Background: an optimization exercise with open tools, aiming at small area and a short achievable clock period. Do not read the settings as production practice.
Function was checked by simulation only, so behaviour that the tests miss may differ from the original.
Power and IR drop assume default switching activity.

## flow/design.v (module list and top-level ports; edited modules follow where they fit)
// module mips_cpu: 2717 lines
module mips_cpu (
    input  wire        clk,
    input  wire        rst,
    input  wire [31:0] mem_rdata,
    output wire [31:0] mem_addr,
    output wire [31:0] mem_wdata,
    output wire        mem_wr
);
  // ...
==> flow/run.sh <==
#!/bin/bash
# synth_recipe.tcl (not shown) runs the flow's synth.tcl, then flattens the netlist and writes it again
# the make line also repeats each setting of config.mk as NAME=value (left out here)
make -C /OpenROAD-flow-scripts/flow DESIGN_CONFIG=/design/flow/config.mk WORK_HOME=/design/flow/orfs CLKGATE_MAP_FILE= SYNTH_SCRIPT=/design/flow/synth_recipe.tcl finish
==> flow/config.mk <==
export PLATFORM = sky130hd
export DESIGN_NAME = mips_cpu
export DESIGN_NICKNAME = mips_cpu
export VERILOG_FILES = /design/flow/design.v
export SDC_FILE = /design/flow/constraint.sdc
export NUM_CORES = 4
export LEC_CHECK = 0
export ABC_AREA = 1
export CAP_MARGIN = 20
export CORE_MARGIN = 2
export CORE_UTILIZATION = 50
export SLEW_MARGIN = 20
==> flow/constraint.sdc <==
create_clock -name core_clock -period 21.0 [get_ports {clk}]
set_input_delay 4.2000 -clock core_clock [delete_from_list [all_inputs] [get_ports {clk}]]
set_output_delay 4.2000 -clock core_clock [all_outputs]
set_load 0.01 [all_outputs]
==> out/qor.csv, run 1 <==
stage;metric;value;unit
critical_path;worst_ep_arrival_time;2060;ps
layout;finalInstanceArea;73800;um2
logic_synthesis;ys_seq_area_share;60.5;%
power;swShare;38.5;%
layout;final.fill_count;11111;
floorplan;pin_count;99;
power;p_leak;0.0275;uW
place;dp.cells;7999;
clocking;ctsResizeCount;0;
timing;rsz0062_at_grt;false;
logic_synthesis;syn_nets;6430;
logic_synthesis;synth-simple-area-share;14.3;%
critical_path;crit_start;addr_q[22];
layout;multi_input_area;23200;um2
power;p_seq;3880;uW
layout;finalCoreUtilization;57.2;%
timing;finalSetupTns;0;ps
layout;antenna_cells;15;
floorplan;taps;1742;
layout;final_common_cell;nand2_1;
logic_synthesis;synth.distinct_cells;68;
logic_synthesis;synth_top_family_by_area;compound AO/OA/AOI/OAI gates;
layout;inverters;519;
logic_synthesis;yosys_warnings;2;
place;hpwl;181;mm
run_status;outcome;finished clean;
worst_hold_path;min_from;lo[18];
detailed_routing;wl_per_cell;32.7;um
detailed_routing;drc;0;
layout;largest_reg_flops;1024;
critical_path;setup.worst_path.class;reg2out;
power;internal-power;6010;uW
logic_synthesis;synth_mux_area_share;0.721;%
timing;period_share;29.8;%
detailed_routing;first_iter_violations;8253;
place;portBuffers;98;
grt;antenna_found_initial;16;
layout;n_all_buffers;285;
grt;grt_pass1_vias;50732;
==> inputs of run 2 (changes only) <==
==> flow/flow/run.sh (new file) <==
#!/bin/bash
# Own layout flow: the standard flow (standard.sh), with the port buffers
# that global placement inserts made sky130_fd_sc_hd__buf_4 instead of the
# default cell (a slow clock-delay buffer). Every input and output port still
# gets its own buffer. Each tool's full output goes to standard.log here.
set -euo pipefail
export BUFFER_PORTS_ARGS="-buffer_cell sky130_fd_sc_hd__buf_4"
bash standard.sh > standard.log 2>&1
==> flow/standard.sh (new file) <==
#!/bin/bash
# synth_recipe.tcl (not shown) runs the flow's synth.tcl, then flattens the netlist and writes it again
# the make line also repeats each setting of config.mk as NAME=value (left out here)
make -C /OpenROAD-flow-scripts/flow DESIGN_CONFIG=/design/flow/config.mk WORK_HOME=/design/flow/orfs CLKGATE_MAP_FILE= SYNTH_SCRIPT=/design/flow/synth_recipe.tcl "${@:-finish}"
removed: flow/run.sh
==> run 2 against run 1 <==
Net effect: die area unchanged; maximum frequency is 5.4% higher; final cell count down 0.14%; critical endpoint is now d_fixlo; routed wire length rose by 2.8%.
==> out/qor.csv, run 2 <==
stage;metric;value;unit;change
run_status;outcome;finished clean;;
critical_path;worst_ep_arrival_time;6590;ps;+4530 ps
layout;largest_reg_flops;1024;;unchanged
critical_path;crit_buf_inv;4;;
power;powerDensity;133;nW/um2;
place;portBuffers;98;;unchanged
critical_path;endpoint_kind;flop;;
critical_path;crit_start;y_b;;
worst_hold_path;min_from;d_upd0;;
clocking;postCtsSetupBuffers;0;;
place;placed_cell_area;68700;um2;
logic_synthesis;synth_cells;6331;;
detailed_routing;wl_per_cell;33.7;um;+2.9%
clocking;cts_sinks;1398;;
power;ir_worst_vdd;0.0851;mV;
timing;slew_violations;0;;
clocking;cts_tree;done;;
critical_path;rr_worst_depth;22;;
critical_path;regToRegSetupSlack;15060;ps;
clocking;clk_path_buf_depth;3;;
timing;tightest_slew;1320;ps;
logic_synthesis;synth_top_area_share;52.1;%;
worst_hold_path;holdCritPathClass;reg2reg;;
detailed_routing;ant_nets;0;;
critical_path;cp_top_family;compound AO/OA/AOI/OAI gates;;
layout;layout_common_cells;nand2_1 (1153), edfxtp_1 (1126), o21ai_0 (555);;
critical_path;regToRegEndpoint;d_fixlo;;
clocking;clk_pin_slew;60;ps;
timing;period_needed;5940;ps;
logic_synthesis;async_flop_share;0;%;
grt;grt-ovfl-total;0;;
timing;max_freq;168;MHz;
place;place.gp.congestion;1.09;;
critical_path;max_stage_delay;800;ps;
timing;rsz0062_at_grt;false;;
timing;period_share;28.3;%;-1.5 points
logic_synthesis;ys_seq_area_share;60.5;%;unchanged
timing;finalSetupTns;0;ps;unchanged
clocking;cts_buffers;148;;
grt;grt_pass1_vias;51193;;+0.91%
layout;top_register;rf;;
logic_synthesis;yosys_warnings;2;;unchanged
timing;hold_viol_final;0;;
clocking;cts_root_buf;clkbuf_16;;
timing;slew_headroom;11.4;%;
logic_synthesis;ys.flop_type;edfxtp_1;;
critical_path;path_cells;buf_4, inv_1, o21ai_0, a221oi_1, o221ai_1, xor2_1, ha_1, a21oi_1, inv_1, a21oi_1, o21ai_0, inv_1, o21ai_0, a21oi_1, nand3_1, nand3_2, nand2_1, nand2_1, nand3b_4, nor2_4, nand4_4, nor2_1;;
floorplan;rows;132;;
critical_path;start_kind;flop;;
layout;final_nets;6504;;
logic_synthesis;synth_top_cells_by_area;edfxtp_1 (52%), dfxtp_1 (8.4%), nand2_1 (6.7%);;
clocking;cts_max_level;4;;
logic_synthesis;avgSynthCellArea;10.3;um2;
grt;grt_max_degree;104;;
layout;finalInstanceArea;73500;um2;-0.48%
logic_synthesis;yosysTopAreaCell;edfxtp_1;;
layout;final_common_cell;nand2_1;;
logic_synthesis;yosysMostFrequentCell;nand2_1;;
logic_synthesis;netlist_area;64900;um2;
timing;setup_viol;0;;
floorplan;pin_count;99;;unchanged
detailed_routing;vias_per_cell;6.71;;
critical_path;worstPathMaxFanout;20;;
floorplan;core-area;129000;um2;
critical_path;crit_path_top_delay_cell;a21oi_1;;
critical_path;rr_startpoint;y_b;;
logic_synthesis;synth.distinct_cells;68;;unchanged
critical_path;cp_num_cells;22;;
layout;final.fill_count;11125;;+0.13%
clocking;holdBufCountCts;0;;
floorplan;die_w;364;um;
logic_synthesis;synth-seq-cells;1398;;
floorplan;initial_utilization;50.3;%;
grt;antenna_found_initial;15;;-1
detailed_routing;vias;55543;;
clocking;clock_latency;820;ps;
logic_synthesis;ys_top_cells_by_count;nand2_1 (1155), edfxtp_1 (1126), o21ai_0 (590);;
clocking;ctsResizeCount;0;;unchanged
floorplan;die-area;133000;um2;
layout;drive_gt1_share;11.1;%;
grt;grt_usage;41.4;%;
layout;syn2layout_area_growth;13.2;%;
critical_path;worstPathRequired;21650;ps;
floorplan;die_h;364;um;
detailed_routing;first_iter_violations;8013;;-2.9%
power;p_leak;0.0276;uW;+0.36%
timing;clock-skew-final;42.4;ps;
detailed_routing;totalWireLength;279;mm;
place;hpwl;184;mm;+1.9%
critical_path;setup.worst_path.class;reg2reg;;
job;maxCapViolCount;0;;
detailed_routing;drt-pass1-iter-count;7;;
critical_path;endpoint;d_fixlo;;
logic_synthesis;syn_nets;6430;;unchanged
grt;grt_pass1_wl;388;mm;
detailed_routing;drc;0;;unchanged
logic_synthesis;synth-edff-count;1126;;
==> run 2: per-layer routing <==
layer  vias to the layer above  part of all wire, %  global-route usage [%]  wire length, um
met3                      1065                   12                    12.6            34300
met1                     27042                   38                    53.5           105000
met2                      3944                   42                    60.1           118000
li1                      23480                    -                       -                -
met5                         -                0.030                       0               84
met4                        12                  7.9                    27.6            22200
==> run 2: cell type report <==
| cell class | count | area [um2] | share of cell area (%) |
|---|---|---|---|
| inverter | 519 | 1960 | 2.67 |
| multi-input combinational | 4056 | 23200 | 31.6 |
| clock inverter | 83 | 788 | 1.07 |
| clock buffer | 185 | 3930 | 5.34 |
| timing repair buffer | 282 | 2130 | 2.90 |
| sequential | 1398 | 39300 | 53.4 |
| antenna | 8 | 20.0 | 0.0272 |
| tap | 1742 | 2180 | 2.97 |
==> run 2: per-stage QoR <==
step           hold WS (ps)  utilization, %  power [uW]  cells  setup WS, ps
6_report                454            56.9        9800   8273         15060
5_1_grt                 476            56.9       10100   8265         15090
4_1_cts                 445            56.9        9630   8264         15320
3_5_place_dp            426            53.2        7080   7996         14820
3_3_place_gp            429            53.2        7070   7996         14920
2_1_floorplan           394               -        5730   6331         15740
==> run 2: how the worst min path moves through the flow <==
stage                    to  slack, ps  depth (start not counted)
CTS                    div0        450                          1
global route         lo[18]        480                          2
floorplan           wd_q[6]        390                          0
finish                 div0        450                          1
global placement       div0        430                          1
detailed placement     div0        430                          1
==> run 2: logic make-up (layout without fill, tap and decap cells) <==
logic type | after synthesis | after routing | synth area share [%]
AOI/OAI and AO/OA | 1780 | 1780 | 17.4
xor gates and xnor gates | 52 | 52 | 0.702
adders and majority gates | 65 | 65 | 1.25
muxes | 46 | 46 | 0.721
and+or+nand+nor | 2113 | 2113 | 14.3
other | 0 | 8 | 0
DFF | 1398 | 1398 | 60.5
buffers and inverters | 877 | 1069 | 5.15
==> run 2: where the power goes <==
part	switching, uW	total, uW	internal [uW]
Combinational	2440	3330	887
Clock	1160	2570	1420
Sequential	232	3890	3660
Total	3830	9800	5970

## what the ideal ports hide
No port has a modelled driver above. Below, the same layouts with a new extraction and two added sets of constraints. Step 1: set_driving_cell puts a clkbuf_16 on clk and a buf_2 on each other input, an assumption about the parent block. Step 2 moves the port delays by t, midway between the first and last clock arrival at a register: inputs arrive t later, outputs are due t later. That takes back most of the time a late clock gives input paths. a / b / c = ideal ports / drivers / drivers and shift; a / b = the first two.
| run | t, ns | setup slack, ns | clock arrival spread, ns |
|---|---|---|---|
| run 1 | 0.873 | 14.739 / 14.657 / 14.448 | 0.053 / 0.053 |
| run 2 | 0.883 | 15.060 / 15.060 / 14.648 | 0.043 / 0.043 |
After both steps setup and hold are still met in every run listed. For run 2, which loses most, drivers alone change the setup slack by 0.000 ns; drivers and shift together by -0.412 ns.
